Source: an optimization exercise on an open RTL-to-GDS flow (aim: small area, a short achievable clock period and few clock cycles). Production flows keep margins and buffers that such runs may drop.
RTL that was checked went through simulation tests only; none was proved equivalent to the original.
No functional check of the RTL was part of run 2.
Power and IR drop assume default switching activity.

## flow/run.sh

```bash
#!/bin/bash
# synth_recipe.tcl (not shown) runs the flow's synth.tcl, then flattens the netlist and writes it again
# the make line also repeats each setting of config.mk as NAME=value (left out here)
make -C /OpenROAD-flow-scripts/flow DESIGN_CONFIG=/design/flow/config.mk WORK_HOME=/design/flow/orfs CLKGATE_MAP_FILE= SYNTH_SCRIPT=/design/flow/synth_recipe.tcl finish
```

## flow/config.mk

```make
export PLATFORM = sky130hd
export DESIGN_NAME = rv32i_cpu
export DESIGN_NICKNAME = rv32i_cpu
export VERILOG_FILES = /design/flow/design.v
export SDC_FILE = /design/flow/constraint.sdc
export NUM_CORES = 4
export LEC_CHECK = 0
export CAP_MARGIN = 20
export CORE_MARGIN = 2
export CORE_UTILIZATION = 35
export PLACE_DENSITY = 0.55
export SLEW_MARGIN = 20
```

## flow/constraint.sdc

```tcl
create_clock -name core_clock -period 9.0 [get_ports {clk}]
set_input_delay 1.8000 -clock core_clock [delete_from_list [all_inputs] [get_ports {clk}]]
set_output_delay 1.8000 -clock core_clock [all_outputs]
set_load 0.01 [all_outputs]
```

## flow/design.v

```verilog
module rv32i_cpu(
    input clk,
    input reset,
    input  [31:0] program_data_bus,
    output [31:0] program_addr_bus,
    input  [31:0] mem_read_data_bus,
    output reg [31:0] mem_write_data_bus,
    output reg mem_write_signal,
    output reg [31:0] mem_addr_bus
);
    localparam [6:0] OP_LOAD   = 7'b0000011,
                     OP_STORE  = 7'b0100011,
                     OP_IMM    = 7'b0010011,
                     OP_LUI    = 7'b0110111,
                     OP_AUIPC  = 7'b0010111,
                     OP_OP     = 7'b0110011,
                     OP_JAL    = 7'b1101111,
                     OP_JALR   = 7'b1100111,
                     OP_BRANCH = 7'b1100011;
    reg [31:0] regs [31:1];
    reg [31:2] pc;
    assign program_addr_bus = {pc, 2'b00};
    reg [31:0] ir;
    reg [31:2] pcD;
    reg        vD;
    reg        vE;
    reg [31:0] opA, opB, aux;
    reg [4:0]  rdE;
    reg        wE;           
    reg        ldE;          
    reg        lwE;          
    reg        stE;          
    reg        swE;          
    reg        stFwdE;       
    reg        brE;          
    reg        predE;        
    reg        jalrE;
    reg [2:0]  f3E;
    reg        subE;
    reg        sAdd, sSlt, sSltu, sXor, sOr, sAnd, sSll, sSrl, sSra, sAux;
    reg        wW;
    reg        lwW;
    reg [4:0]  rdW;
    reg [31:0] resW;
    wire [6:0] opcode = ir[6:0];
    wire [4:0] rd     = ir[11:7];
    wire [2:0] funct3 = ir[14:12];
    wire [4:0] rs1    = ir[19:15];
    wire [4:0] rs2    = ir[24:20];
    wire [6:0] funct7 = ir[31:25];
    wire [31:0] i_imm = {{20{ir[31]}}, ir[31:20]};
    wire [31:0] s_imm = {{20{ir[31]}}, ir[31:25], ir[11:7]};
    wire [31:0] u_imm = {ir[31:12], 12'b0};
    wire [31:0] b_imm = {{19{ir[31]}}, ir[31], ir[7], ir[30:25], ir[11:8], 1'b0};
    wire [31:0] j_imm = {{11{ir[31]}}, ir[31], ir[19:12], ir[20], ir[30:21], 1'b0};
    wire isLoad   = opcode == OP_LOAD;
    wire isStore  = opcode == OP_STORE;
    wire isImm    = opcode == OP_IMM;
    wire isLui    = opcode == OP_LUI;
    wire isAuipc  = opcode == OP_AUIPC;
    wire isOp     = opcode == OP_OP;
    wire isJal    = opcode == OP_JAL;
    wire isJalr   = opcode == OP_JALR;
    wire isBranch = opcode == OP_BRANCH;
    wire use1 = isOp | isBranch | isStore | isImm | isLoad | isJalr;
    wire use2 = isOp | isBranch;             
    wire writes = isLoad | isImm | isLui | isAuipc | isOp | isJal | isJalr;
    wire [31:0] exRes;
    wire [31:0] wbVal = lwW ? mem_read_data_bus : resW;
    wire fE1 = wE && rdE == rs1;
    wire fE2 = wE && rdE == rs2;
    wire fW1 = wW && rdW == rs1;
    wire fW2 = wW && rdW == rs2;
    wire [31:0] rf1 = (rs1 == 5'd0) ? 32'd0 : regs[rs1];
    wire [31:0] rf2 = (rs2 == 5'd0) ? 32'd0 : regs[rs2];
    wire [31:0] r1W = fW1 ? wbVal : rf1;
    wire [31:0] r2W = fW2 ? wbVal : rf2;
    wire [31:0] rs1Val = fE1 ? exRes : r1W;
    wire [31:0] rs2Val = fE2 ? exRes : r2W;
    wire ldHaz = vE && lwE && wE;
    wire stall = vD && ldHaz && ((use1 && fE1) || (use2 && fE2));
    wire stFwd = ldHaz && isStore && fE2;
    wire [31:2] tgt  = pcD + (isJal ? j_imm[31:2] : b_imm[31:2]);
    wire predT = isJal | (isBranch & ir[31]);
    wire exRedirect;
    wire [31:2] exTarget;
    wire idGo = vD && !stall && !exRedirect;      
    wire idRedirect = idGo && predT;
    wire [31:0] bOp  = subE ? ~opB : opB;
    wire [32:0] sum  = {1'b0, opA} + {1'b0, bOp} + {32'd0, subE};
    wire [31:0] add  = sum[31:0];
    wire ltu = ~sum[32];
    wire lt  = (opA[31] ^ opB[31]) ? opA[31] : add[31];
    wire eq  = opA == opB;
    wire [4:0]  sh = opB[4:0];
    reg  [31:0] shIn, shOut;
    integer k;
    always @* begin
        for (k = 0; k < 32; k = k + 1) shIn[k] = sSll ? opA[31 - k] : opA[k];
    end
    wire        shFill = sSra & opA[31];
    wire [63:0] shExt  = {{32{shFill}}, shIn} >> sh;
    always @* begin
        for (k = 0; k < 32; k = k + 1) shOut[k] = sSll ? shExt[31 - k] : shExt[k];
    end
    assign exRes = ({32{sAdd}} & add)
                 | {31'd0, (sSlt & lt) | (sSltu & ltu)}
                 | ({32{sXor}} & (opA ^ opB))
                 | ({32{sOr}}  & (opA | opB))
                 | ({32{sAnd}} & (opA & opB))
                 | ({32{sSll | sSrl | sSra}} & shOut)
                 | ({32{sAux}} & aux);
    reg taken;
    always @* begin
        case (f3E)
            3'b000: taken = eq;
            3'b001: taken = ~eq;
            3'b100: taken = lt;
            3'b101: taken = ~lt;
            3'b110: taken = ltu;
            3'b111: taken = ~ltu;
            default: taken = 1'b0;
        endcase
    end
    assign exRedirect = vE && (jalrE || (brE && (taken != predE)));
    assign exTarget   = jalrE ? add[31:2] : aux[31:2];
    always @(posedge clk) begin
        if (reset == 1'b0) begin
            pc <= 30'd0;
            vD <= 1'b0;
            vE <= 1'b0;
            wE <= 1'b0;
            ldE <= 1'b0;
            lwE <= 1'b0;
            stE <= 1'b0;
            swE <= 1'b0;
            brE <= 1'b0;
            jalrE <= 1'b0;
            wW <= 1'b0;
            lwW <= 1'b0;
            mem_write_signal <= 1'b0;
        end else begin
            if (exRedirect)      pc <= exTarget;
            else if (stall)      pc <= pc;
            else if (idRedirect) pc <= tgt;
            else                 pc <= pc + 30'd1;
            if (!stall || exRedirect) begin
                ir  <= program_data_bus;
                pcD <= pc;
                vD  <= !exRedirect && !idRedirect;
            end
            vE    <= idGo;
            wE    <= idGo && writes && rd != 5'd0;
            ldE   <= idGo && isLoad;
            lwE   <= idGo && isLoad && funct3 == 3'b010;
            stE   <= idGo && isStore;
            swE   <= idGo && isStore && funct3 == 3'b010;
            brE   <= idGo && isBranch;
            jalrE <= idGo && isJalr;
            predE <= predT;
            stFwdE <= stFwd;
            f3E   <= funct3;
            rdE   <= rd;
            opA <= isLui ? 32'd0 : isAuipc ? {pcD, 2'b00} : rs1Val;
            opB <= (isOp | isBranch) ? rs2Val :
                   isStore ? s_imm :
                   (isLui | isAuipc) ? u_imm : i_imm;
            aux <= isStore ? rs2Val :
                   (isBranch & ~ir[31]) ? {tgt, 2'b00} : {pc, 2'b00};
            subE <= isBranch | (isOp & funct7[5]) | ((isOp | isImm) & funct3[2:1] == 2'b01);
            sAdd <= isLui | isAuipc |
                    (isImm & funct3 == 3'b000) | (isOp & funct3 == 3'b000 & (funct7 == 7'b0000000 | funct7 == 7'b0100000));
            sSlt  <= (isImm & funct3 == 3'b010) | (isOp & funct3 == 3'b010 & funct7 == 7'b0000000);
            sSltu <= (isImm & funct3 == 3'b011) | (isOp & funct3 == 3'b011 & funct7 == 7'b0000000);
            sXor  <= (isImm & funct3 == 3'b100) | (isOp & funct3 == 3'b100 & funct7 == 7'b0000000);
            sOr   <= (isImm & funct3 == 3'b110) | (isOp & funct3 == 3'b110 & funct7 == 7'b0000000);
            sAnd  <= (isImm & funct3 == 3'b111) | (isOp & funct3 == 3'b111 & funct7 == 7'b0000000);
            sSll  <= (isImm & funct3 == 3'b001) | (isOp & funct3 == 3'b001 & funct7 == 7'b0000000);
            sSrl  <= (isImm & funct3 == 3'b101 & ~ir[30]) | (isOp & funct3 == 3'b101 & funct7 == 7'b0000000);
            sSra  <= (isImm & funct3 == 3'b101 &  ir[30]) | (isOp & funct3 == 3'b101 & funct7 == 7'b0100000);
            sAux  <= isJal | isJalr;
            if (ldE || stE) mem_addr_bus <= add;
            if (stE) mem_write_data_bus <= stFwdE ? mem_read_data_bus : aux;
            mem_write_signal <= vE && swE;
            wW   <= wE;
            lwW  <= lwE;
            rdW  <= rdE;
            resW <= exRes;
            if (wW) regs[rdW] <= wbVal;
        end
    end
endmodule
```

==> results of run 1 <==
[flip-flops by register name, indices dropped and copies added, names as in the netlist, 5 cells and up, named ones only]
register and count:
pcD 30, aux 32, regs 992, mem_addr_bus 32, resW 32, pc 30, opB 32, ir 32
rdE 5, rdW 5, mem_write_data_bus 32, opA 32
[kinds of logic (layout without fill, tap and decap cells)]
family                   Yosys count  count (layout)  synth area share [%]
AO/OA/AOI/OAI                    961             961                 9.140
XOR/XNOR                         108             108                 1.362
adder cells (fa/ha/maj)          127             127                 2.309
buffers and inverters            468             669                 2.649
flip-flops                      1324            1324                 56.48
multiplexers                     876             876                 23.17
other                              1              10              0.005398
AND/OR/NAND/NOR                  726             726                 4.888
[area by class of cell]
| cell class | instances | area share (%) |
|---|---|---|
| clock buffers | 186 | 5.020 |
| multi-input cells | 2800 | 36.29 |
| flip-flops and latches | 1324 | 49.66 |
| diodes | 8 | 0.02531 |
| clock inverters | 79 | 0.9161 |
| repair buffers | 285 | 3.340 |
| well taps | 2640 | 4.177 |
| inverters | 119 | 0.5648 |
[power by group]
part / internal (mW) / leakage [nW] / total, mW / switching, mW
Clock: 3.37 / 2.28 / 5.98 / 2.61
Combinational: 1.05 / 11.4 / 2.91 / 1.86
Sequential: 7.01 / 12.0 / 7.26 / 0.250
Total: 11.4 / 25.8 / 16.2 / 4.72
[placed cells by master (no fill, tap or decap), types with 17 or more instances in the layout]
cell type / count
xnor2_1: 45
clkbuf_16: 151
o211ai_1: 46
nand3b_1: 22
clkinv_2: 22
buf_4: 117
inv_1: 114
nor2_1: 203
mux2i_1: 197
edfxtp_1: 1272
and3_1: 26
and2_1: 29
a21o_1: 41
clkbuf_1: 29
ha_1: 125
a221oi_1: 17
xor2_1: 63
a211oi_1: 189
a21oi_1: 255
nor2_4: 32
nor3_1: 25
clkdlybuf4s50_1: 159
a22oi_1: 20
o21ai_1: 19
mux2_2: 94
dfxtp_1: 41
clkinv_1: 36
o21ai_0: 160
o22ai_1: 24
o221ai_1: 19
nand2_1: 223
o21a_1: 21
nand3_1: 48
mux4_2: 575
a31oi_1: 17
nor4_1: 20
nand4_1: 19
[through the flow]
step / setup slack [ps] / hold WS [ps] / utilization [%]
final: 2823 / 476.5 / 40.10
after CTS: 2881 / 472.3 / 40.08
after detailed placement: 2953 / 459.1 / 37.70
after floorplan: 4222 / 424.4 / -
after global routing: 2328 / 489.0 / 40.09
after global placement: 3008 / 453.6 / 37.70
[path summary, 6_finish.rpt]
kind,from,to,slack (ps),cells after the start
min reg2reg,swE$_SDFF_PN0_,mem_write_signal$_SDFF_PN0_,480,1
min,swE$_SDFF_PN0_,mem_write_signal$_SDFF_PN0_,480,1
max,ir[5]$_DFFE_PN_,aux[22]$_DFFE_PP_,2820,17
max reg2reg,ir[5]$_DFFE_PN_,aux[22]$_DFFE_PP_,2820,17
[metal layers]
metal  GRT usage (%)  vias to the layer above
met4           11.70                        6
met3           5.420                      519
met1           32.72                    24000
li1                -                    18920
met2           38.83                     2416
met5               0                        -
==> results.yml, run 1 <==
outcome:
  status: "timing/DRC/antenna clean"
detailed_routing:
  wl_per_cell_um: 34.29
  drt_wl_total_um: 255100
  drtAntennaViolNets: 0
  vias_per_cell: 6.163
  met2WireLength_um: 118400
  vias: 45860
  met1_length_um: 100600
  maxUsedRoutingLayer: "met5"
  route.met3.wl_um: 22490
  first_pass_iters: 6
  drtIter0Drc: 6100
  drc_errors: 0
layout:
  final_layout_size_suffix_gt1_share_pct: 22.87
  seq_area_um2: 39280
  fin_area_um2: 79080
  nets: 4871
  multiInputGateArea_um2: 28700
  fin_cells: 7441
  area_growth_pct: 13.84
  fillers: 18000
sta:
  period_share_pct: 68.63
  worstMarginPinSlew_ps: 1137
  slew_viol_final: 0
  fin_tns_setup_ps: 0
  period_minus_slack_ps: 6177
  fin_worst_skew_ps: 42.15
  hold_viol_final: 0
  setup_viol: 0
  relSlewSlack_pct: 23.96
  max_freq_mhz: 161.9
  rsz0062_at_grt: "no"
setup_path:
  path_cells: "nor2b_1 -> nand3_1 -> inv_1 -> and2_1 -> mux2_2 -> ha_1 -> fa_1 -> a21o_1 -> a21oi_1 -> o21ai_0 -> a311oi_1 -> o21ai_0 -> a211oi_1 -> o21bai_1 -> mux2i_1 -> o21ai_0 -> a22oi_1"
  startpoint_type: "register"
  cpMaxStageDelayCell: "edfxtp_1"
  path_buf_inv: 1
  cp_top_family: "compound AO/OA/AOI/OAI gates"
  crit_type: "reg2reg"
  crit_fanout: 25
  cp-end-kind: "register"
  crit_top_cell: "o21ai_0"
  crit_arrival_ps: 6690
  required_ps: 9510
  slowest_delay_ps: 760
synth:
  syn_area_um2: 69470
  synth-seq-cells: 1324
  netlist_top_cells_count: "1272 x edfxtp_1, 575 x mux4_2, 257 x clkbuf_1"
  synth_top_area_cell: "edfxtp_1"
  synth.avg_cell_area_um2: 15.13
  syn_inst: 4591
  synth_top_area_share_pct: 54.98
  synth_edf_count: 1272
  synth_area_leaders: "edfxtp_1 55%, mux4_2 19%, mux2i_1 2.8%, ha_1 2.3%, a211oi_1 2.1%"
  yosysSeqAreaShare_pct: 56.48
  yosysMostFrequentCell: "edfxtp_1"
  ys_async_sr_fraction_pct: 0
  synth_warnings: 1
  synthDistinctLibCells: 88
  synth_flop_cell: "edfxtp_1"
cts:
  htreeDepth: 4
  clkTransAtPathRegs_ps: 60
  clock-root-buffer: "clkbuf_16"
  clkSinkCount: 1324
  cts_buffer_depth: 3
  clkLatencyLatePin_ps: 810
  post_cts_buffers: 0
  cts_buffers: 148
  hold_buffers: 0
  cts_resized: 0
  cts_tree: "yes"
placed_design:
  place.gp.congestion: 1.013
  port_buffers: 160
  hpwlAfterDp_um: 171300
  dpl.cell_count: 7167
  placed_area_um2: 74350
floorplan:
  dieArea_um2: 202100
  core_area_um2: 197200
  num_rows: 163
  initial_core_util_pct: 35.23
  die_w_um: 449.5
  ios: 163
  die-height_um: 449.5
global_routing:
  grt_max_degree: 105
  grt_antenna_before_repair: 22
  grt_pass1_vias: 44750
  grt_overflow: 0
  grt_usage_pct: 24.77
  grt_pass1_wl_um: 355500
worst_hold_path:
  hold_path_class: "reg2reg"
power:
  vdd_drop_max_mv: 0.1995
  finalPower_mw: 16.15
  power.density_nw_per_um2: 204.2
  power.leakage_nw: 25.77
job:
  max-cap-violations: 0
Testbench counts, summed over its fixed seeds: cycles 29,722.
==> inputs of run 2 (changes only) <==
--- a/flow/design.v
+++ b/flow/design.v
@@ -6,3 +6,3 @@
     input  [31:0] mem_read_data_bus,
-    output reg [31:0] mem_write_data_bus,
+    output [31:0] mem_write_data_bus,
     output reg mem_write_signal,
@@ -44,2 +44,3 @@
     reg [31:0] resW;
+    assign mem_write_data_bus = resW;
     wire [6:0] opcode = ir[6:0];
@@ -73,8 +74,14 @@
     wire fW2 = wW && rdW == rs2;
-    wire [31:0] rf1 = (rs1 == 5'd0) ? 32'd0 : regs[rs1];
-    wire [31:0] rf2 = (rs2 == 5'd0) ? 32'd0 : regs[rs2];
+    reg [31:0] rf1, rf2;
+    integer r;
+    always @* begin
+        rf1 = 32'd0;
+        rf2 = 32'd0;
+        for (r = 1; r < 32; r = r + 1) begin
+            rf1 = rf1 | ({32{rs1 == r}} & regs[r]);
+            rf2 = rf2 | ({32{rs2 == r}} & regs[r]);
+        end
+    end
     wire [31:0] r1W = fW1 ? wbVal : rf1;
     wire [31:0] r2W = fW2 ? wbVal : rf2;
-    wire [31:0] rs1Val = fE1 ? exRes : r1W;
-    wire [31:0] rs2Val = fE2 ? exRes : r2W;
     wire ldHaz = vE && lwE && wE;
@@ -82,3 +89,3 @@
     wire stFwd = ldHaz && isStore && fE2;
-    wire [31:2] tgt  = pcD + (isJal ? j_imm[31:2] : b_imm[31:2]);
+    wire [31:2] tgt  = pcD + (ir[3] ? j_imm[31:2] : b_imm[31:2]);
     wire predT = isJal | (isBranch & ir[31]);
@@ -143,10 +150,6 @@
             if (exRedirect)      pc <= exTarget;
-            else if (stall)      pc <= pc;
+            else if (stall)      pc <= pcD;
             else if (idRedirect) pc <= tgt;
             else                 pc <= pc + 30'd1;
-            if (!stall || exRedirect) begin
-                ir  <= program_data_bus;
-                pcD <= pc;
-                vD  <= !exRedirect && !idRedirect;
-            end
+            vD <= !exRedirect && !idRedirect && !stall;
             vE    <= idGo;
@@ -159,26 +162,2 @@
             jalrE <= idGo && isJalr;
-            predE <= predT;
-            stFwdE <= stFwd;
-            f3E   <= funct3;
-            rdE   <= rd;
-            opA <= isLui ? 32'd0 : isAuipc ? {pcD, 2'b00} : rs1Val;
-            opB <= (isOp | isBranch) ? rs2Val :
-                   isStore ? s_imm :
-                   (isLui | isAuipc) ? u_imm : i_imm;
-            aux <= isStore ? rs2Val :
-                   (isBranch & ~ir[31]) ? {tgt, 2'b00} : {pc, 2'b00};
-            subE <= isBranch | (isOp & funct7[5]) | ((isOp | isImm) & funct3[2:1] == 2'b01);
-            sAdd <= isLui | isAuipc |
-                    (isImm & funct3 == 3'b000) | (isOp & funct3 == 3'b000 & (funct7 == 7'b0000000 | funct7 == 7'b0100000));
-            sSlt  <= (isImm & funct3 == 3'b010) | (isOp & funct3 == 3'b010 & funct7 == 7'b0000000);
-            sSltu <= (isImm & funct3 == 3'b011) | (isOp & funct3 == 3'b011 & funct7 == 7'b0000000);
-            sXor  <= (isImm & funct3 == 3'b100) | (isOp & funct3 == 3'b100 & funct7 == 7'b0000000);
-            sOr   <= (isImm & funct3 == 3'b110) | (isOp & funct3 == 3'b110 & funct7 == 7'b0000000);
-            sAnd  <= (isImm & funct3 == 3'b111) | (isOp & funct3 == 3'b111 & funct7 == 7'b0000000);
-            sSll  <= (isImm & funct3 == 3'b001) | (isOp & funct3 == 3'b001 & funct7 == 7'b0000000);
-            sSrl  <= (isImm & funct3 == 3'b101 & ~ir[30]) | (isOp & funct3 == 3'b101 & funct7 == 7'b0000000);
-            sSra  <= (isImm & funct3 == 3'b101 &  ir[30]) | (isOp & funct3 == 3'b101 & funct7 == 7'b0100000);
-            sAux  <= isJal | isJalr;
-            if (ldE || stE) mem_addr_bus <= add;
-            if (stE) mem_write_data_bus <= stFwdE ? mem_read_data_bus : aux;
             mem_write_signal <= vE && swE;
@@ -186,6 +165,34 @@
             lwW  <= lwE;
-            rdW  <= rdE;
-            resW <= exRes;
-            if (wW) regs[rdW] <= wbVal;
         end
+        ir  <= program_data_bus;
+        pcD <= pc;
+        predE  <= predT;
+        stFwdE <= stFwd;
+        f3E    <= funct3;
+        rdE    <= rd;
+        opA <= (fE1 & ~isLui & ~isAuipc) ? exRes :
+               isLui ? 32'd0 : isAuipc ? {pcD, 2'b00} : r1W;
+        opB <= (fE2 & (isOp | isBranch)) ? exRes :
+               (isOp | isBranch) ? r2W :
+               isStore ? s_imm :
+               (isLui | isAuipc) ? u_imm : i_imm;
+        aux <= (fE2 & isStore) ? exRes :
+               isStore ? r2W :
+               (isBranch & ~ir[31]) ? {tgt, 2'b00} : {pc, 2'b00};
+        subE  <= isBranch | (isOp & funct7[5]) | ((isOp | isImm) & funct3[2:1] == 2'b01);
+        sAdd  <= isLui | isAuipc |
+                 (isImm & funct3 == 3'b000) | (isOp & funct3 == 3'b000 & (funct7 == 7'b0000000 | funct7 == 7'b0100000));
+        sSlt  <= (isImm & funct3 == 3'b010) | (isOp & funct3 == 3'b010 & funct7 == 7'b0000000);
+        sSltu <= (isImm & funct3 == 3'b011) | (isOp & funct3 == 3'b011 & funct7 == 7'b0000000);
+        sXor  <= (isImm & funct3 == 3'b100) | (isOp & funct3 == 3'b100 & funct7 == 7'b0000000);
+        sOr   <= (isImm & funct3 == 3'b110) | (isOp & funct3 == 3'b110 & funct7 == 7'b0000000);
+        sAnd  <= (isImm & funct3 == 3'b111) | (isOp & funct3 == 3'b111 & funct7 == 7'b0000000);
+        sSll  <= (isImm & funct3 == 3'b001) | (isOp & funct3 == 3'b001 & funct7 == 7'b0000000);
+        sSrl  <= (isImm & funct3 == 3'b101 & ~ir[30]) | (isOp & funct3 == 3'b101 & funct7 == 7'b0000000);
+        sSra  <= (isImm & funct3 == 3'b101 &  ir[30]) | (isOp & funct3 == 3'b101 & funct7 == 7'b0100000);
+        sAux  <= isJal | isJalr | isStore;
+        mem_addr_bus       <= add;
+        rdW  <= rdE;
+        resW <= stFwdE ? mem_read_data_bus : exRes;
+        if (wW) regs[rdW] <= wbVal;
     end
--- a/flow/config.mk
+++ b/flow/config.mk
@@ -11,2 +11,3 @@
 export PLACE_DENSITY = 0.55
+export SETUP_SLACK_MARGIN = 5
 export SLEW_MARGIN = 20
==> run 2 against run 1 <==
Against the previous run: largest power group unchanged; count of clock-buffer cells in the layout fell by 20; die area fell by 13%; clock skew rose by 10 ps; still clean; via count rose by 18%; critical path depth fell by 4; cell count rose by 2.2%; sequential power fell by 9.0%; utilization rose by 1.8 points; register-to-register slack improved by 2000 ps; flip-flop and latch count fell by 44; area after synthesis fell by 13%; setup slack improved by 2000 ps.
==> results.yml, run 2 <==
layout:
  fin_area_um2: 71880
  post-route-util_pct: 41.85
  final_layout_size_suffix_gt1_share_pct: 16.21
  final_common_cell: "edfxtp_1"
  largest-register: "regs"
  final_cell_mix: "992 x edfxtp_1, 598 x a22oi_1, 313 x nand2_1"
  largest_register_ffs: 992
  area_growth_pct: 18.71
  seq_area_um2: 35590
  fillers: 15860
  multiInputGateArea_um2: 24650
  nets: 5365
synth:
  yosysMostFrequentCell: "edfxtp_1"
  netlist_top_cells_count: "992 x edfxtp_1, 599 x a22oi_1, 317 x nand2_1"
  ys_async_sr_fraction_pct: 0
  synth_area_leaders: "edfxtp_1 49%, dfxtp_1 9.5%, a22oi_1 7.4%, a221oi_1 2.8%, ha_1 2.6%"
  synth_edf_count: 992
  synth_flop_cell: "edfxtp_1"
  synth_warnings: 1
  synth_top_area_share_pct: 49.20
  syn_inst: 4978
  yosysSeqAreaShare_pct: 58.72
  synthDistinctLibCells: 107
  syn_area_um2: 60550
  synth.avg_cell_area_um2: 12.16
  synth_top_area_cell: "edfxtp_1"
  synth-seq-cells: 1280
setup_path:
  required_ps: 9490
  r2r_slack_ps: 4830
  crit_path_start: "ir[17]$_DFF_P_"
  ff2ff_path_depth: 13
  crit_fanout: 18
  startpoint_type: "register"
  cp-end-kind: "register"
  crit_type: "reg2reg"
  r2r_end: "opA[4]$_DFF_P_"
  crit_arrival_ps: 4660
  timing.rr.start: "ir[17]$_DFF_P_"
power:
  power.density_nw_per_um2: 198.1
  power.leakage_nw: 24.53
  p_switching_mw: 3.945
  p_seq_share_pct: 46.4
  vdd_drop_max_mv: 0.1970
  switching_share_pct: 27.70
  pwr-share-comb_pct: 12.8
  power.internal_mw: 10.30
  pwr-share-clk_pct: 40.8
detailed_routing:
  first_pass_iters: 17
  drc_errors: 0
  vias_per_cell: 7.128
  vias: 54220
  drtAntennaViolNets: 0
  wl_per_cell_um: 43.15
  drtIter0Drc: 12490
  drt_wl_total_um: 328200
floorplan:
  ios: 163
  die_w_um: 419.9
  core_area_um2: 171700
  num_rows: 152
  dieArea_um2: 176300
  initial_core_util_pct: 35.26
  die-height_um: 419.9
job:
  max-cap-violations: 0
cts:
  htreeDepth: 4
  cts_tree: "yes"
  clock-root-buffer: "clkbuf_16"
  hold_buffers: 0
  cts_buffers: 138
  clkSinkCount: 1280
  clkLatencyLatePin_ps: 840
  cts_buffer_depth: 3
  clkTransAtPathRegs_ps: 60
sta:
  period_share_pct: 46.37
  setup_viol: 0
  rsz0062_at_grt: "yes"
  worstMarginPinSlew_ps: 1299
  fin_tns_setup_ps: 0
  slew_viol_final: 0
  fin_worst_skew_ps: 52.30
  relSlewSlack_pct: 12.90
  period_minus_slack_ps: 4174
  hold_viol_final: 0
  max_freq_mhz: 239.6
global_routing:
  grtUsageMet3_pct: 14.51
  grt_pass1_wl_um: 432700
  use_met1_pct: 43.21
  grt.busiest_layer: "met2"
  grt_overflow: 0
  grt_pass1_vias: 49990
  grt_max_degree: 53
  grt_usage_pct: 35.97
  gr-usage-met2_pct: 51.96
  grt_antenna_before_repair: 26
placed_design:
  placed_area_um2: 65720
  place.gp.congestion: 0.9983
  port_buffers: 160
  hpwlAfterDp_um: 197600
worst_hold_path:
  hp-start: "ir[8]$_DFF_P_"
  hold_end: "rdE[1]$_DFF_P_"
  hold_path_class: "reg2reg"
  hold-path-cell-count: 0
outcome:
  status: "timing/DRC/antenna clean"
==> run 2: cell count changes after synthesis, sizes merged, moves of 109 or more <==
cell,previous run,this run
a221oi,17,198
edfxtp,1272,992
a22oi,20,599
a22o,3,159
mux2i,197,88
dfxtp,52,288
mux4,575,33
a211oi,203,55
==> run 2: power by group through the flow <==
| stage | registers (mW) | logic [mW] | clock network, mW |
|---|---|---|---|
| after floorplan | 6.65 | 0.819 | 0 |
| after global placement | 6.72 | 1.62 | 0 |
| after detailed placement | 6.72 | 1.62 | 0 |
| after CTS | 6.60 | 1.67 | 5.81 |
| after global routing | 6.61 | 1.87 | 6.05 |
| final | 6.61 | 1.82 | 5.81 |
==> run 2: repair_timing <==
item | in CTS | in global routing
endpoints found under the setup margin | 151 | 92
resized for setup | 101 | 83
gates cloned | 3 | 3
buffers inserted | 41 | 32
pin swaps | 21 | 26
==> run 2: area by class of cell <==
class	count	area share, %
clock inverters	84	1.220
inverters	121	0.6493
flip-flops and latches	1280	49.52
multi-input cells	3216	34.29
repair buffers	414	5.173
clock buffers	166	5.067
repair inverters	1	0.006963
diodes	14	0.04874
well taps	2310	4.021
==> run 2: worst max path at each step <==
stage	endpoint	slack (ps)
floorplan	pc[30]$_SDFF_PN0_	5050
global placement	aux[29]$_DFF_P_	3710
detailed placement	pc[30]$_SDFF_PN0_	3720
CTS	opA[31]$_DFF_P_	4970
global route	opA[4]$_DFF_P_	4850
finish	opA[4]$_DFF_P_	4830
==> run 2: kinds of logic after synthesis <==
kind of cell | count (synthesis) | synth area share (%)
AO/OA/AOI/OAI | 1648 | 20.73
XOR/XNOR | 136 | 2.002
adder cells (fa/ha/maj) | 127 | 2.649
buffers and inverters | 486 | 3.166
flip-flops | 1280 | 58.72
multiplexers | 194 | 4.061
other | 1 | 0.006193
AND/OR/NAND/NOR | 1106 | 8.669
==> run 2: routing by layer <==
layer	wire length (um)	part of all wire (%)
met2	135400	41
met4	30610	9.3
met1	110500	34
met5	190	0.058
met3	51410	16
==> run 2: critical path, cell delays in order (launching register included) <==
cell and delay, ps:
dfxtp_2 590, nor2_1 90, nand2_1 310, nor2_4 50, buf_4 340, buf_4 400, a22o_1 240, a221oi_1 240
nand4_1 170, nor3_1 260, a221oi_1 110, buf_2 250, a21oi_1 300, o21ai_0 460
==> run 2: stage by stage <==
step	worst slack [ps]	power, mW	instances	hold WS (ps)
2_1_floorplan	5051	7.469	4979	329.0
3_3_place_gp	3711	8.344	7261	383.2
3_5_place_dp	3717	8.341	7263	384.7
4_1_cts	4971	14.08	7557	391.5
5_1_grt	4853	14.52	7592	404.3
6_report	4826	14.24	7606	389.5
==> inputs of run 3 (changes only) <==
--- a/flow/design.v
+++ b/flow/design.v
@@ -20,7 +20,4 @@
     reg [31:0] regs [31:1];
-    reg [31:2] pc;
+    reg [31:2] pc;           
     assign program_addr_bus = {pc, 2'b00};
-    reg [31:0] ir;
-    reg [31:2] pcD;
-    reg        vD;
     reg        vE;
@@ -29,5 +26,3 @@
     reg        wE;           
-    reg        ldE;          
     reg        lwE;          
-    reg        stE;          
     reg        swE;          
@@ -43,4 +38,5 @@
     reg [4:0]  rdW;
-    reg [31:0] resW;
+    reg [31:0] resW;         
     assign mem_write_data_bus = resW;
+    wire [31:0] ir = program_data_bus;
     wire [6:0] opcode = ir[6:0];
@@ -74,12 +70,13 @@
     wire fW2 = wW && rdW == rs2;
-    reg [31:0] rf1, rf2;
-    integer r;
-    always @* begin
-        rf1 = 32'd0;
-        rf2 = 32'd0;
-        for (r = 1; r < 32; r = r + 1) begin
-            rf1 = rf1 | ({32{rs1 == r}} & regs[r]);
-            rf2 = rf2 | ({32{rs2 == r}} & regs[r]);
+    wire [31:0] rf1, rf2;
+    wire [32*32-1:0] rfAll;
+    genvar gr;
+    assign rfAll[31:0] = 32'd0;
+    generate
+        for (gr = 1; gr < 32; gr = gr + 1) begin : g_rf
+            assign rfAll[gr*32 +: 32] = regs[gr];
         end
-    end
+    endgenerate
+    rv_rfread u_rf1 (.sel(rs1), .regs(rfAll), .q(rf1));
+    rv_rfread u_rf2 (.sel(rs2), .regs(rfAll), .q(rf2));
     wire [31:0] r1W = fW1 ? wbVal : rf1;
@@ -87,5 +84,7 @@
     wire ldHaz = vE && lwE && wE;
-    wire stall = vD && ldHaz && ((use1 && fE1) || (use2 && fE2));
+    wire stall = ldHaz && ((use1 && fE1) || (use2 && fE2));
     wire stFwd = ldHaz && isStore && fE2;
-    wire [31:2] tgt  = pcD + (ir[3] ? j_imm[31:2] : b_imm[31:2]);
+    wire [31:2] tgt;
+    rv_target u_tgt (.pc(pc), .ir(ir), .tgt(tgt));
+    wire [31:2] pc1 = pc + 30'd1;
     wire predT = isJal | (isBranch & ir[31]);
@@ -93,6 +92,6 @@
     wire [31:2] exTarget;
-    wire idGo = vD && !stall && !exRedirect;      
-    wire idRedirect = idGo && predT;
+    wire fGo = !stall && !exRedirect;        
     wire [31:0] bOp  = subE ? ~opB : opB;
-    wire [32:0] sum  = {1'b0, opA} + {1'b0, bOp} + {32'd0, subE};
+    wire [32:0] sum;
+    rv_add32 u_add (.a(opA), .b(bOp), .ci(subE), .s(sum[31:0]), .co(sum[32]));
     wire [31:0] add  = sum[31:0];
@@ -136,8 +135,5 @@
             pc <= 30'd0;
-            vD <= 1'b0;
             vE <= 1'b0;
             wE <= 1'b0;
-            ldE <= 1'b0;
             lwE <= 1'b0;
-            stE <= 1'b0;
             swE <= 1'b0;
@@ -149,15 +145,12 @@
         end else begin
-            if (exRedirect)      pc <= exTarget;
-            else if (stall)      pc <= pcD;
-            else if (idRedirect) pc <= tgt;
-            else                 pc <= pc + 30'd1;
-            vD <= !exRedirect && !idRedirect && !stall;
-            vE    <= idGo;
-            wE    <= idGo && writes && rd != 5'd0;
-            ldE   <= idGo && isLoad;
-            lwE   <= idGo && isLoad && funct3 == 3'b010;
-            stE   <= idGo && isStore;
-            swE   <= idGo && isStore && funct3 == 3'b010;
-            brE   <= idGo && isBranch;
-            jalrE <= idGo && isJalr;
+            if (exRedirect)  pc <= exTarget;
+            else if (stall)  pc <= pc;
+            else if (predT)  pc <= tgt;
+            else             pc <= pc1;
+            vE    <= fGo;
+            wE    <= fGo && writes && rd != 5'd0;
+            lwE   <= fGo && isLoad && funct3 == 3'b010;
+            swE   <= fGo && isStore && funct3 == 3'b010;
+            brE   <= fGo && isBranch;
+            jalrE <= fGo && isJalr;
             mem_write_signal <= vE && swE;
@@ -166,4 +159,2 @@
         end
-        ir  <= program_data_bus;
-        pcD <= pc;
         predE  <= predT;
@@ -173,3 +164,3 @@
         opA <= (fE1 & ~isLui & ~isAuipc) ? exRes :
-               isLui ? 32'd0 : isAuipc ? {pcD, 2'b00} : r1W;
+               isLui ? 32'd0 : isAuipc ? {pc, 2'b00} : r1W;
         opB <= (fE2 & (isOp | isBranch)) ? exRes :
@@ -180,3 +171,3 @@
                isStore ? r2W :
-               (isBranch & ~ir[31]) ? {tgt, 2'b00} : {pc, 2'b00};
+               (isBranch & ~ir[31]) ? {tgt, 2'b00} : {pc1, 2'b00};
         subE  <= isBranch | (isOp & funct7[5]) | ((isOp | isImm) & funct3[2:1] == 2'b01);
@@ -193,3 +184,3 @@
         sAux  <= isJal | isJalr | isStore;
-        mem_addr_bus       <= add;
+        mem_addr_bus <= add;
         rdW  <= rdE;
@@ -199 +190,59 @@
 endmodule
+module rv_add32(
+    input  [31:0] a,
+    input  [31:0] b,
+    input         ci,
+    output [31:0] s,
+    output        co
+);
+    reg [31:0] g, p, G, P;
+    integer l, i, j;
+    always @* begin
+        g = a & b;
+        p = a ^ b;
+        G = g;
+        P = p;
+        G[0] = g[0] | (p[0] & ci);
+        for (l = 0; l < 5; l = l + 1)
+            for (i = 0; i < 32; i = i + 1)
+                if (((i >> l) & 1) == 1) begin
+                    j = ((i >> (l + 1)) << (l + 1)) + (1 << l) - 1;
+                    G[i] = G[i] | (P[i] & G[j]);
+                    P[i] = P[i] & P[j];
+                end
+    end
+    assign s  = p ^ {G[30:0], ci};
+    assign co = G[31];
+endmodule
+module rv_target(
+    input  [31:2] pc,
+    input  [31:0] ir,
+    output [31:2] tgt
+);
+    wire [20:2] jOff = {ir[31], ir[19:12], ir[20], ir[30:22]};
+    wire [20:2] bOff = {{8{ir[31]}}, ir[31], ir[7], ir[30:25], ir[11:9]};
+    wire [20:2] offLo = ir[3] ? jOff : bOff;
+    wire [31:0] sLo;
+    wire        cLo;
+    rv_add32 u_lo (.a({13'd0, pc[20:2]}), .b({13'd0, offLo}), .ci(1'b0), .s(sLo), .co(cLo));
+    wire c = sLo[19];
+    wire [31:21] pcHi1 = pc[31:21] + 11'd1;
+    wire [31:21] pcHiM = pc[31:21] - 11'd1;
+    wire hiSame = ir[31] == c;
+    wire hiInc  = c & ~ir[31];
+    wire hiDec  = ir[31] & ~c;
+    assign tgt = {({11{hiSame}} & pc[31:21]) | ({11{hiInc}} & pcHi1) | ({11{hiDec}} & pcHiM),
+                  sLo[18:0]};
+endmodule
+module rv_rfread(
+    input  [4:0]       sel,
+    input  [32*32-1:0] regs,
+    output reg [31:0]  q
+);
+    integer r;
+    always @* begin
+        q = 32'd0;
+        for (r = 1; r < 32; r = r + 1)
+            q = q | ({32{sel == r}} & regs[r*32 +: 32]);
+    end
+endmodule
==> run 3 against run 2 <==
Against the previous run: count of clock-buffer cells in the layout rose by 9; register-to-register slack barely moved; clock power fell by 2%; highest routed layer unchanged; utilization rose by 1.6 points.
==> results.yml, run 3 <==
synth:
  syn_area_um2: 58910
  yosys.area_share.simple_pct: 8.924
  synthMuxAreaShare_pct: 4.407
  netlist_top_cells_count: "992 x edfxtp_1, 629 x a22oi_1, 352 x nand2_1"
  synth_top_area_cell: "edfxtp_1"
  synthDistinctLibCells: 80
  synth.avg_cell_area_um2: 11.98
  synth_flop_cell: "edfxtp_1"
  synth_edf_count: 992
  synth-seq-cells: 1217
  synth_top_area_share_pct: 50.56
  synth_warnings: 3
  synth_compound_area_share_pct: 20.49
  synthXorXnorAreaFrac_pct: 1.769
  synthAdderAreaFrac_pct: 2.825
  synth_top_family_by_area: "compound AO/OA/AOI/OAI gates"
  syn_inst: 4919
  ys_async_sr_fraction_pct: 0
  yosysSeqAreaShare_pct: 58.21
  synth_area_leaders: "edfxtp_1 51%, a22oi_1 8.0%, dfxtp_1 7.6%, ha_1 2.5%, a221oi_1 2.4%"
  yosysMostFrequentCell: "edfxtp_1"
sta:
  period_share_pct: 50.93
  fin_tns_setup_ps: 0
  max_freq_mhz: 218.2
  relSlewSlack_pct: 16.82
  hold_ws_ps: 395.1
  setup_ws_ps: 4417
  rsz0062_at_grt: "yes"
  worstMarginPinSlew_ps: 1216
  period_minus_slack_ps: 4583
  fin_worst_skew_ps: 47.95
  hold_viol_final: 0
  setup_viol: 0
  slew_viol_final: 0
layout:
  largest-register: "regs"
  multiInputGateArea_um2: 24770
  area_growth_pct: 23.29
  fin_area_um2: 72630
  largest_register_ffs: 992
  seq_area_um2: 34340
  post-route-util_pct: 43.44
  final_cell_mix: "992 x edfxtp_1, 627 x a22oi_1, 345 x nand2_1"
  final_common_cell: "edfxtp_1"
  nets: 5460
  fillers: 15220
  final_layout_size_suffix_gt1_share_pct: 20.60
worst_hold_path:
  hold-path-cell-count: 0
  hold_path_class: "reg2reg"
setup_path:
  crit_fanout: 7
  crit_top_cell: "o21ai_1"
  ff2ff_path_depth: 13
  startpoint_type: "primary input"
  cpMaxStageDelayCell: "ha_1"
  crit_type: "in2reg"
  path_cells: "buf_12 -> buf_4 -> mux2_2 -> ha_1 -> nand2_1 -> o21ai_1 -> a21oi_1 -> o21ai_2 -> a31o_2 -> nand2_2 -> a21oi_4 -> a21o_1 -> buf_4 -> ha_4 -> clkinv_4 -> o22ai_2 -> o21ai_1 -> o21ai_1 -> o22a_1 -> o22ai_1 -> nor3_1 -> a31o_2"
  required_ps: 9670
  slowest_delay_ps: 360
  r2r_slack_ps: 4830
  crit_arrival_ps: 5250
  cp-end-kind: "register"
floorplan:
  dieArea_um2: 171600
  num_rows: 150
  core_area_um2: 167200
  die_w_um: 414.3
  ios: 163
  die-height_um: 414.3
  initial_core_util_pct: 35.23
detailed_routing:
  first_pass_iters: 11
  drt_wl_total_um: 330400
  vias: 55100
  drtAntennaViolNets: 0
  wl_per_cell_um: 43.46
  vias_per_cell: 7.249
  drc_errors: 0
  drtIter0Drc: 13170
outcome:
  status: "timing/DRC/antenna clean"
placed_design:
  placed_area_um2: 64030
  hpwlAfterDp_um: 190400
  pre_cts_ws_ps: 2296
  port_buffers: 160
  place.gp.congestion: 0.9767
global_routing:
  grt_antenna_before_repair: 26
  grt_pass1_vias: 50850
  grt_overflow: 0
  grt_usage_pct: 36.78
  grt_pass1_wl_um: 435400
  grt_max_degree: 66
cts:
  cts_tree: "yes"
  clkSinkCount: 1217
  cts_buffers: 135
  clkTransAtPathRegs_ps: 60
  htreeDepth: 4
  clkLatencyLatePin_ps: 820
  clock-root-buffer: "clkbuf_16"
  hold_buffers: 0
  cts_buffer_depth: 3
power:
  vdd_drop_max_mv: 0.1687
  power.leakage_nw: 25.41
  power.density_nw_per_um2: 190.2
job:
  max-cap-violations: 0
## run 3: changes by cell type in the layout (fill, tap and decap cells not counted), sizes merged, moves of 11 or more
| cell | before | now |
|---|---|---|
| dfxtp | 288 | 225 |
| clkinv | 61 | 49 |
| mux4 | 33 | 45 |
| xnor2 | 53 | 40 |
| mux2i | 88 | 64 |
| clkbuf | 168 | 179 |
| a22oi | 599 | 629 |
| nand2 | 317 | 352 |
| o22ai | 3 | 15 |
| clkdlybuf4s50 | 160 | 136 |
| buf | 252 | 430 |
| nor2b | 18 | 6 |
| a221oi | 198 | 159 |
## run 3: cell type report
class                      count  share of cell area [%]
timing repair inverter         3                 0.02412
clock buffer                 175                   4.989
timing repair buffer         584                   7.816
sequential                  1217                   47.28
multi-input combinational   3191                   34.10
inverter                     135                  0.7700
antenna                       18                 0.06201
clock inverter                74                   1.170
tap                         2204                   3.797
## run 3: through the flow
step,power [mW],instances
global route,14.04,7586
detailed placement,7.912,7088
finish,13.82,7601
floorplan,7.119,4920
global placement,7.907,7087
CTS,13.64,7537
## run 3: final timing paths
path | from | endpoint
worst max-delay path | program_data_bus[3] | pc[23]$_SDFFE_PN0P_
worst min register to register | rdE[0]$_DFF_P_ | rdW[0]$_DFF_P_
worst min-delay path | rdE[0]$_DFF_P_ | rdW[0]$_DFF_P_
worst max register to register | opB[0]$_DFF_P_ | aux[12]$_DFF_P_
## run 3: cells by family (layout without fill, tap and decap cells)
kind of cell | Yosys count | count (layout)
AOI/OAI and AO/OA | 1624 | 1626
xor gates and xnor gates | 119 | 119
adders and majority gates | 127 | 127
buffers and inverters | 516 | 971
DFF | 1217 | 1217
muxes | 192 | 192
other | 1 | 20
and+or+nand+nor | 1123 | 1125
## run 3: worst max-delay path, delay by kind of cell
kind	cells	cell delay [ps]
muxes	1	350
and+or+nand+nor	3	270
buffers and inverters	4	470
adders and majority gates	2	540
AOI/OAI and AO/OA	12	1810
## run 3: layer usage
| metal | part of all wire, % | global-route usage, % |
|---|---|---|
| met5 | 0.10 | 0.6669 |
| met2 | 40 | 52.30 |
| met1 | 33 | 42.89 |
| met4 | 10 | 29.01 |
| met3 | 16 | 16.55 |
## run 3: where the power goes
group	leakage (nW)	switching [mW]	internal [mW]
clock	2.15	2.46	3.25
sequential	11.0	0.151	6.14
combinational	12.2	1.14	0.675
total	25.4	3.75	10.1
## run 3: what timing repair did
action / CTS / global route
endpoints found under the setup margin: 163 / 121
gates cloned: 10 / 3
gates resized for setup: 363 / 151
pin swaps: 116 / 77
buffers inserted: 190 / 42
Testbench counts of run 3, summed over its fixed seeds: cycles 26,504.
==> inputs of run 4 (changes only) <==
--- a/flow/config.mk
+++ b/flow/config.mk
@@ -13 +13,2 @@
 export SLEW_MARGIN = 20
+export TNS_END_PERCENT = 0
==> run 4 against run 3 <==
Against the previous run: largest cell class unchanged; highest routed layer unchanged; die area unchanged; combinational power down 8%; synthesized cell count unchanged; largest power group unchanged; global-route usage decreased by 1.3 points; critical path depth down 9; power decreased by 0.91%; non-clock buffer count fell by 166.
==> results.yml, run 4 <==
outcome:
  status: "timing/DRC/antenna clean"
layout:
  final_layout_size_suffix_gt1_share_pct: 15.38
  largest-register: "regs"
  fin_area_um2: 69790
  final_cell_mix: "992 x edfxtp_1, 629 x a22oi_1, 349 x nand2_1"
  final_common_cell: "edfxtp_1"
  fin_cells: 7415
  nets: 5287
  largest_register_ffs: 992
  area_growth_pct: 18.46
global_routing:
  grt_usage_pct: 35.45
  grt_pass1_wl_um: 420900
  grt_antenna_before_repair: 18
  grt_overflow: 0
  grt_max_degree: 66
  grt.busiest_layer: "met2"
  use_met1_pct: 41.31
  grt_pass1_vias: 49240
  grtUsageMet3_pct: 14.52
  gr-usage-met2_pct: 52.33
sta:
  relSlewSlack_pct: 22.41
  slew_viol_final: 0
  hold_viol_final: 0
  period_minus_slack_ps: 4665
  rsz0062_at_grt: "yes"
  setup_ws_ps: 4335
  fin_worst_skew_ps: 31.38
  max_freq_mhz: 214.4
  worstMarginPinSlew_ps: 1159
  setup_viol: 0
  period_share_pct: 51.83
  fin_tns_setup_ps: 0
floorplan:
  die_w_um: 414.3
  num_rows: 150
  ios: 163
  core_area_um2: 167200
  die-height_um: 414.3
  dieArea_um2: 171600
  initial_core_util_pct: 35.23
synth:
  syn_area_um2: 58910
  netlist_top_cells_count: "992 x edfxtp_1, 629 x a22oi_1, 352 x nand2_1"
  synth_edf_count: 992
  syn_inst: 4919
  yosysSeqAreaShare_pct: 58.21
  synth_top_area_cell: "edfxtp_1"
  synthDistinctLibCells: 80
  yosysMostFrequentCell: "edfxtp_1"
  synth_top_area_share_pct: 50.56
  synth_area_leaders: "edfxtp_1 51%, a22oi_1 8.0%, dfxtp_1 7.6%, ha_1 2.5%, a221oi_1 2.4%"
  synth_flop_cell: "edfxtp_1"
  ys_async_sr_fraction_pct: 0
  synth-seq-cells: 1217
  synth.avg_cell_area_um2: 11.98
  synth_warnings: 3
setup_path:
  crit_top_cell: "buf_4"
  crit_arrival_ps: 5320
  startpoint_type: "primary input"
  required_ps: 9660
  ff2ff_path_depth: 13
  crit_type: "in2reg"
  r2r_end: "opB[29]$_DFF_P_"
  slowest_delay_ps: 430
  endpoint: "opA[11]$_DFF_P_"
  crit_path_start: "program_data_bus[15]"
  crit_fanout: 13
  path_cells: "dlygate4sd2_1 -> buf_12 -> buf_4 -> nand3b_1 -> nor2_4 -> buf_4 -> a22o_1 -> a221oi_1 -> nand4_1 -> nor3_4 -> a21oi_1 -> a22oi_1 -> o21ai_0"
  cpMaxStageDelayCell: "a22oi_1"
  r2r_slack_ps: 4450
  cp-end-kind: "register"
  timing.rr.start: "subE$_DFF_P_"
worst_hold_path:
  hold_path_class: "reg2reg"
  hold-path-cell-count: 0
placed_design:
  hpwlAfterDp_um: 187500
  dpl.cell_count: 7088
  pre_cts_ws_ps: 2127
  place.gp.congestion: 0.9831
  port_buffers: 160
  placed_area_um2: 64040
power:
  vdd_drop_max_mv: 0.2065
  power.leakage_nw: 24.18
  power.density_nw_per_um2: 196.2
detailed_routing:
  first_pass_iters: 12
  drc_errors: 0
  vias_per_cell: 7.170
  drt_wl_total_um: 317100
  vias: 53160
  wl_per_cell_um: 42.76
  drtIter0Drc: 11460
  drtAntennaViolNets: 0
cts:
  cts_buffers: 134
  cts_tree: "yes"
  clkSinkCount: 1217
  hold_buffers: 0
  clkLatencyLatePin_ps: 820
  clkTransAtPathRegs_ps: 60
  cts_buffer_depth: 3
  clock-root-buffer: "clkbuf_16"
  htreeDepth: 4
job:
  max-cap-violations: 0
run 4: cell counts after synthesis:
Identical to the previous run, type by type.
run 4: worst min path at each step:
| stage | from | to | slack [ps] |
|---|---|---|---|
| detailed placement | rdE[4]$_DFF_P_ | rdW[4]$_DFF_P_ | 390 |
| finish | rdE[4]$_DFF_P_ | rdW[4]$_DFF_P_ | 380 |
| floorplan | rdE[1]$_DFF_P_ | rdW[1]$_DFF_P_ | 370 |
| CTS | rdE[4]$_DFF_P_ | rdW[4]$_DFF_P_ | 380 |
| global placement | rdE[4]$_DFF_P_ | rdW[4]$_DFF_P_ | 380 |
| global route | rdE[4]$_DFF_P_ | rdW[4]$_DFF_P_ | 410 |
run 4: cell type report:
class | instances | area, um2
Timing Repair inverter | 1 | 5.005
Multi-Input combinational cell | 3187 | 23820
Fill cell | 15420 | 97440
Clock buffer | 168 | 3593
Tap cell | 2204 | 2758
Clock inverter | 76 | 908.4
Antenna cell | 9 | 22.52
Sequential cell | 1217 | 34300
Timing Repair Buffer | 418 | 3840
Inverter | 135 | 539.3
run 4: routing by layer:
metal	up-vias	part of all wire (%)
li1	20070	-
met1	25810	33
met2	5630	42
met3	1633	15
met4	18	9.4
met5	-	0.090
run 4: power by group:
part	total (mW)	internal, mW	switching, mW
sequential	6.29	6.14	0.152
combinational	1.66	0.594	1.07
clock	5.74	3.30	2.44
total	13.7	10.0	3.66
run 4: what timing repair did:
action / in CTS / in global routing
buffers inserted: 68 / 0
pin swaps: 43 / 5
endpoints found under the setup margin: 170 / 153
gates cloned: 3 / 0
hold endpoints to repair: 0 / 0
resized for setup: 189 / 1
run 4: logic make-up (layout without fill, tap and decap cells):
family                     Yosys count  after routing  share of synthesized area (%)
and+or+nand+nor                   1123           1123                          8.925
AOI/OAI and AO/OA                 1624           1624                          20.49
other                                1             11                       0.006365
muxes                              192            192                          4.407
xor gates and xnor gates           119            119                          1.769
buffers and inverters              516            798                          3.368
DFF                               1217           1217                          58.21
adders and majority gates          127            127                          2.825
run 4: critical path, delay by kind of cell:
| family | cells | cell delay (ps) |
|---|---|---|
| compound gates | 5 | 1290 |
| buf+inv | 4 | 980 |
| simple gates | 4 | 1210 |
run 4: through the flow:
| stage | util [%] | total power [mW] | hold slack [ps] |
|---|---|---|---|
| floorplan | - | 7.115 | 373.0 |
| global placement | 38.29 | 7.913 | 384.7 |
| detailed placement | 38.29 | 7.921 | 389.0 |
| CTS | 41.67 | 13.60 | 381.1 |
| global route | 41.72 | 13.93 | 407.5 |
| finish | 41.73 | 13.69 | 381.1 |
==> inputs of run 5 (changes only) <==
--- a/flow/design.v
+++ b/flow/design.v
@@ -23,2 +23,3 @@
     reg        vE;
+    reg        killE;        
     reg [31:0] opA, opB, aux;
@@ -33,3 +34,3 @@
     reg [2:0]  f3E;
-    reg        subE;
+    reg        subE;         
     reg        sAdd, sSlt, sSltu, sXor, sOr, sAnd, sSll, sSrl, sSra, sAux;
@@ -63,2 +64,4 @@
     wire use2 = isOp | isBranch;             
+    wire subD = isBranch | (isOp & funct7[5] & funct3 == 3'b000) |
+                ((isOp | isImm) & funct3[2:1] == 2'b01);
     wire writes = isLoad | isImm | isLui | isAuipc | isOp | isJal | isJalr;
@@ -66,4 +69,5 @@
     wire [31:0] wbVal = lwW ? mem_read_data_bus : resW;
-    wire fE1 = wE && rdE == rs1;
-    wire fE2 = wE && rdE == rs2;
+    wire wX  = wE && !killE;
+    wire fE1 = wX && rdE == rs1;
+    wire fE2 = wX && rdE == rs2;
     wire fW1 = wW && rdW == rs1;
@@ -83,3 +87,3 @@
     wire [31:0] r2W = fW2 ? wbVal : rf2;
-    wire ldHaz = vE && lwE && wE;
+    wire ldHaz = lwE && wE && !killE;
     wire stall = ldHaz && ((use1 && fE1) || (use2 && fE2));
@@ -92,10 +96,9 @@
     wire [31:2] exTarget;
-    wire fGo = !stall && !exRedirect;        
-    wire [31:0] bOp  = subE ? ~opB : opB;
+    wire fGo = !stall;
     wire [32:0] sum;
-    rv_add32 u_add (.a(opA), .b(bOp), .ci(subE), .s(sum[31:0]), .co(sum[32]));
+    rv_add32 u_add (.a(opA), .b(opB), .ci(subE), .s(sum[31:0]), .co(sum[32]));
     wire [31:0] add  = sum[31:0];
     wire ltu = ~sum[32];
-    wire lt  = (opA[31] ^ opB[31]) ? opA[31] : add[31];
-    wire eq  = opA == opB;
+    wire lt  = (opA[31] == opB[31]) ? opA[31] : add[31];
+    wire eq  = &(opA ^ opB);
     wire [4:0]  sh = opB[4:0];
@@ -130,3 +133,3 @@
     end
-    assign exRedirect = vE && (jalrE || (brE && (taken != predE)));
+    assign exRedirect = vE && !killE && (jalrE || (brE && (taken != predE)));
     assign exTarget   = jalrE ? add[31:2] : aux[31:2];
@@ -136,2 +139,3 @@
             vE <= 1'b0;
+            killE <= 1'b0;
             wE <= 1'b0;
@@ -150,2 +154,3 @@
             vE    <= fGo;
+            killE <= exRedirect;
             wE    <= fGo && writes && rd != 5'd0;
@@ -155,5 +160,5 @@
             jalrE <= fGo && isJalr;
-            mem_write_signal <= vE && swE;
-            wW   <= wE;
-            lwW  <= lwE;
+            mem_write_signal <= swE && !killE;
+            wW   <= wX;
+            lwW  <= lwE && !killE;
         end
@@ -165,6 +170,6 @@
                isLui ? 32'd0 : isAuipc ? {pc, 2'b00} : r1W;
-        opB <= (fE2 & (isOp | isBranch)) ? exRes :
+        opB <= {32{subD}} ^ ((fE2 & (isOp | isBranch)) ? exRes :
                (isOp | isBranch) ? r2W :
                isStore ? s_imm :
-               (isLui | isAuipc) ? u_imm : i_imm;
+               (isLui | isAuipc) ? u_imm : i_imm);
         aux <= (fE2 & isStore) ? exRes :
@@ -172,3 +177,3 @@
                (isBranch & ~ir[31]) ? {tgt, 2'b00} : {pc1, 2'b00};
-        subE  <= isBranch | (isOp & funct7[5]) | ((isOp | isImm) & funct3[2:1] == 2'b01);
+        subE  <= subD;
         sAdd  <= isLui | isAuipc |
--- a/flow/config.mk
+++ b/flow/config.mk
@@ -8,4 +8,6 @@
 export CAP_MARGIN = 20
+export CELL_PAD_IN_SITES_DETAIL_PLACEMENT = 1
+export CELL_PAD_IN_SITES_GLOBAL_PLACEMENT = 1
 export CORE_MARGIN = 2
-export CORE_UTILIZATION = 35
+export CORE_UTILIZATION = 30
 export PLACE_DENSITY = 0.55
@@ -13,2 +15 @@
 export SLEW_MARGIN = 20
-export TNS_END_PERCENT = 0
==> run 5 against run 4 <==
Against the previous run: first-iteration DRC count decreased by 5.8%; non-clock buffer count increased by 239; combinational power increased by 24%; clock skew increased by 16 ps; still clean; sequential power about the same; critical endpoint is now aux[19]$_DFF_P_; global-route usage increased by 0.28 points; flip-flop and latch count increased by 1; cell count increased by 13%; power increased by 3.8%; register-to-register slack improved by 210 ps; via count increased by 8.8%.
==> results.yml, run 5 <==
synth:
  synth_top_area_share_pct: 49.43
  synth_flop_cell: "edfxtp_1"
  synth_edf_count: 992
  synth-seq-cells: 1218
  synthDistinctLibCells: 90
  synth_area_leaders: "edfxtp_1 49%, a22oi_1 9.6%, dfxtp_1 7.5%, nand2_1 2.5%, clkbuf_1 2.2%"
  synth_warnings: 3
  netlist_top_cells_count: "992 x edfxtp_1, 768 x a22oi_1, 408 x nand2_1"
  ys_async_sr_fraction_pct: 0
  synth.avg_cell_area_um2: 11.54
  yosysSeqAreaShare_pct: 56.94
  yosysMostFrequentCell: "edfxtp_1"
  syn_area_um2: 60260
  synth_top_area_cell: "edfxtp_1"
  syn_inst: 5222
sta:
  max_freq_mhz: 206.5
  fin_worst_skew_ps: 46.93
  hold_viol_final: 0
  rsz0062_at_grt: "yes"
  worstMarginPinSlew_ps: 1243
  slew_viol_final: 0
  period_share_pct: 53.80
  fin_tns_setup_ps: 0
  period_minus_slack_ps: 4842
  setup_ws_ps: 4158
  setup_viol: 0
  relSlewSlack_pct: 14.75
placed_design:
  hpwlAfterDp_um: 228700
  pre_cts_ws_ps: 1988
  port_buffers: 160
  place.gp.congestion: 0.9552
cts:
  cts_buffer_depth: 3
  cts_buffers: 143
  clkTransAtPathRegs_ps: 60
  clock-root-buffer: "clkbuf_16"
  clkLatencyLatePin_ps: 840
  clkSinkCount: 1218
  htreeDepth: 4
  cts_tree: "yes"
global_routing:
  grtUsageMet3_pct: 12.24
  use_met1_pct: 42.78
  grt.busiest_layer: "met2"
  grt_max_degree: 56
  grt_pass1_wl_um: 500000
  grt_pass1_vias: 55460
  gr-usage-met2_pct: 53.08
  grt_overflow: 0
  grt_antenna_before_repair: 24
  grt_usage_pct: 35.73
job:
  max-cap-violations: 0
setup_path:
  cpMaxStageDelayCell: "a211oi_4"
  crit_type: "in2reg"
  required_ps: 9650
  startpoint_type: "primary input"
  crit_arrival_ps: 5490
  path_cells: "buf_8 -> buf_12 -> mux2_4 -> ha_4 -> inv_2 -> fa_2 -> nor2b_2 -> o31ai_4 -> a21oi_2 -> a221o_1 -> a221oi_2 -> buf_4 -> buf_4 -> buf_4 -> buf_4 -> inv_1 -> fa_2 -> xor2_4 -> a211oi_4 -> a31oi_1"
  crit_fanout: 4
  crit_path_start: "program_data_bus[22]"
  slowest_delay_ps: 520
  cp_top_family: "compound AO/OA/AOI/OAI gates"
  timing.rr.start: "opB[4]$_DFF_P_"
  crit_top_cell: "buf_4"
  path_buf_inv: 8
  cp-end-kind: "register"
detailed_routing:
  drtIter0Drc: 10800
  vias_per_cell: 6.885
  drtAntennaViolNets: 0
  drc_errors: 0
  first_pass_iters: 9
  wl_per_cell_um: 45.18
  vias: 57850
  drt_wl_total_um: 379600
layout:
  area_growth_pct: 27.56
  final_common_cell: "edfxtp_1"
  final_layout_size_suffix_gt1_share_pct: 24.32
  final_cell_mix: "992 x edfxtp_1, 749 x a22oi_1, 401 x nand2_1"
  nets: 5781
  largest_register_ffs: 992
  largest-register: "regs"
power:
  power.density_nw_per_um2: 184.9
  power.leakage_nw: 27.48
  finalPower_mw: 14.21
  vdd_drop_max_mv: 0.2149
floorplan:
  core_area_um2: 199700
  initial_core_util_pct: 30.18
  die_w_um: 452.2
  dieArea_um2: 204500
  die-height_um: 452.2
  ios: 163
  num_rows: 164
worst_hold_path:
  hold_path_class: "reg2reg"
  hp-start: "rdE[2]$_DFF_P_"
outcome:
  status: "timing/DRC/antenna clean"
[run 5: where the power goes]
group | internal (mW) | switching, mW | leakage (nW)
logic | 0.772 | 1.28 | 14.0
clock network | 3.23 | 2.64 | 2.22
registers | 6.15 | 0.139 | 11.3
total | 10.2 | 4.06 | 27.5
[run 5: path summary, 6_finish.rpt]
| check | endpoint | slack [ps] | cells after the start |
|---|---|---|---|
| worst max-delay path | aux[19]$_DFF_P_ | 4160 | 20 |
| worst min-delay path | rdW[2]$_DFF_P_ | 410 | 0 |
| worst max register to register | pc[15]$_SDFFE_PN0P_ | 4660 | 22 |
| worst min register to register | rdW[2]$_DFF_P_ | 410 | 0 |
[run 5: worst register-to-register path: stages, from the launching register on]
cell        delay [ps]
dfxtp_2            420
buf_12             200
clkinvlp_4         150
ha_1               330
o211ai_1           150
a21oi_4             90
buf_6              130
o21ai_4            170
o21ai_4             90
o21ai_4            150
nand3_2             80
a21o_1             190
fa_2               400
xnor2_1            150
nand3b_1           100
nand3_2            110
o31a_4             330
a211oi_4           180
buf_6              210
buf_12             130
buf_12             130
mux2_4             310
nor2_1              80
[run 5: cell families after synthesis]
family	after synthesis	share of synthesized area, %
buffers and inverters	551	3.590
DFF	1218	56.94
xor gates and xnor gates	106	1.541
other	1	0.006223
AOI/OAI and AO/OA	1589	19.23
adders and majority gates	99	2.205
and+or+nand+nor	1453	11.85
muxes	205	4.634
[run 5: timing repair]
item	in CTS	in global routing
buffers inserted	186	70
endpoints found under the setup margin	171	146
resized for setup	605	264
gates cloned	22	6
pin swaps	130	130
hold buffers	0	0
[run 5: layer usage]
| metal | up-vias | routed length (um) |
|---|---|---|
| met4 | 16 | 34550 |
| li1 | 21540 | - |
| met3 | 1577 | 50910 |
| met2 | 5363 | 161700 |
| met1 | 29350 | 132300 |
| met5 | - | 127 |
[run 5: layout make-up]
cell class                      count  area (um2)
Antenna cell                       13       32.53
Timing Repair Buffer              657        7013
Tap cell                         2656        3323
Clock inverter                     88       797.0
Timing Repair inverter              3       15.01
Clock buffer                      174        3816
Fill cell                       21180      122800
Multi-Input combinational cell   3459       26890
Inverter                          134       549.3
Sequential cell                  1218       34430
[run 5: through the flow]
stage | hold WS (ps) | instances | util, % | cell area (um2)
after CTS | 407.3 | 8312 | 37.48 | 74820
after floorplan | 373.0 | 5223 | - | 60490
final | 414.5 | 8402 | 38.50 | 76870
after detailed placement | 397.0 | 7842 | 33.06 | 66010
after global routing | 427.4 | 8390 | 38.49 | 76840
after global placement | 396.4 | 7841 | 33.05 | 65980
Testbench counts of run 5, summed over its fixed seeds: cycles 26,504.

==> re-timing with driven ports <==
The results above use ideal ports. As a check the final layouts listed here were re-extracted and re-timed, cells and wires unchanged.
Step 1 assumes that a clkbuf_16 drives the clock port and a buf_2 every other input.
Step 2 also shifts input and output timing later by t, the mid clock arrival at the registers, as if the neighbouring blocks saw the same clock.
a / b / c = ideal ports / drivers / drivers and shift; a / b = the first two.
run | t, ns | setup WS [ns] | latest minus earliest clock arrival (ns) | slew at the worst register clock pin (ns)
run 1 | 0.874 | 2.823 / 2.823 / 2.823 | 0.046 / 0.046 | 0.06 / 0.06
run 2 | 0.893 | 4.826 / 4.826 / 4.198 | 0.054 / 0.054 | 0.07 / 0.07
run 3 | 0.887 | 4.417 / 4.406 / 3.520 | 0.048 / 0.049 | 0.07 / 0.07
run 4 | 0.891 | 4.335 / 4.219 / 3.328 | 0.035 / 0.034 | 0.07 / 0.07
run 5 | 0.907 | 4.158 / 4.200 / 3.292 | 0.050 / 0.049 | 0.07 / 0.07
After both steps setup and hold are still met in every run listed. The setup slack of run 4, which loses most, moves by -0.116 ns with the drivers and by -1.007 ns with both steps.
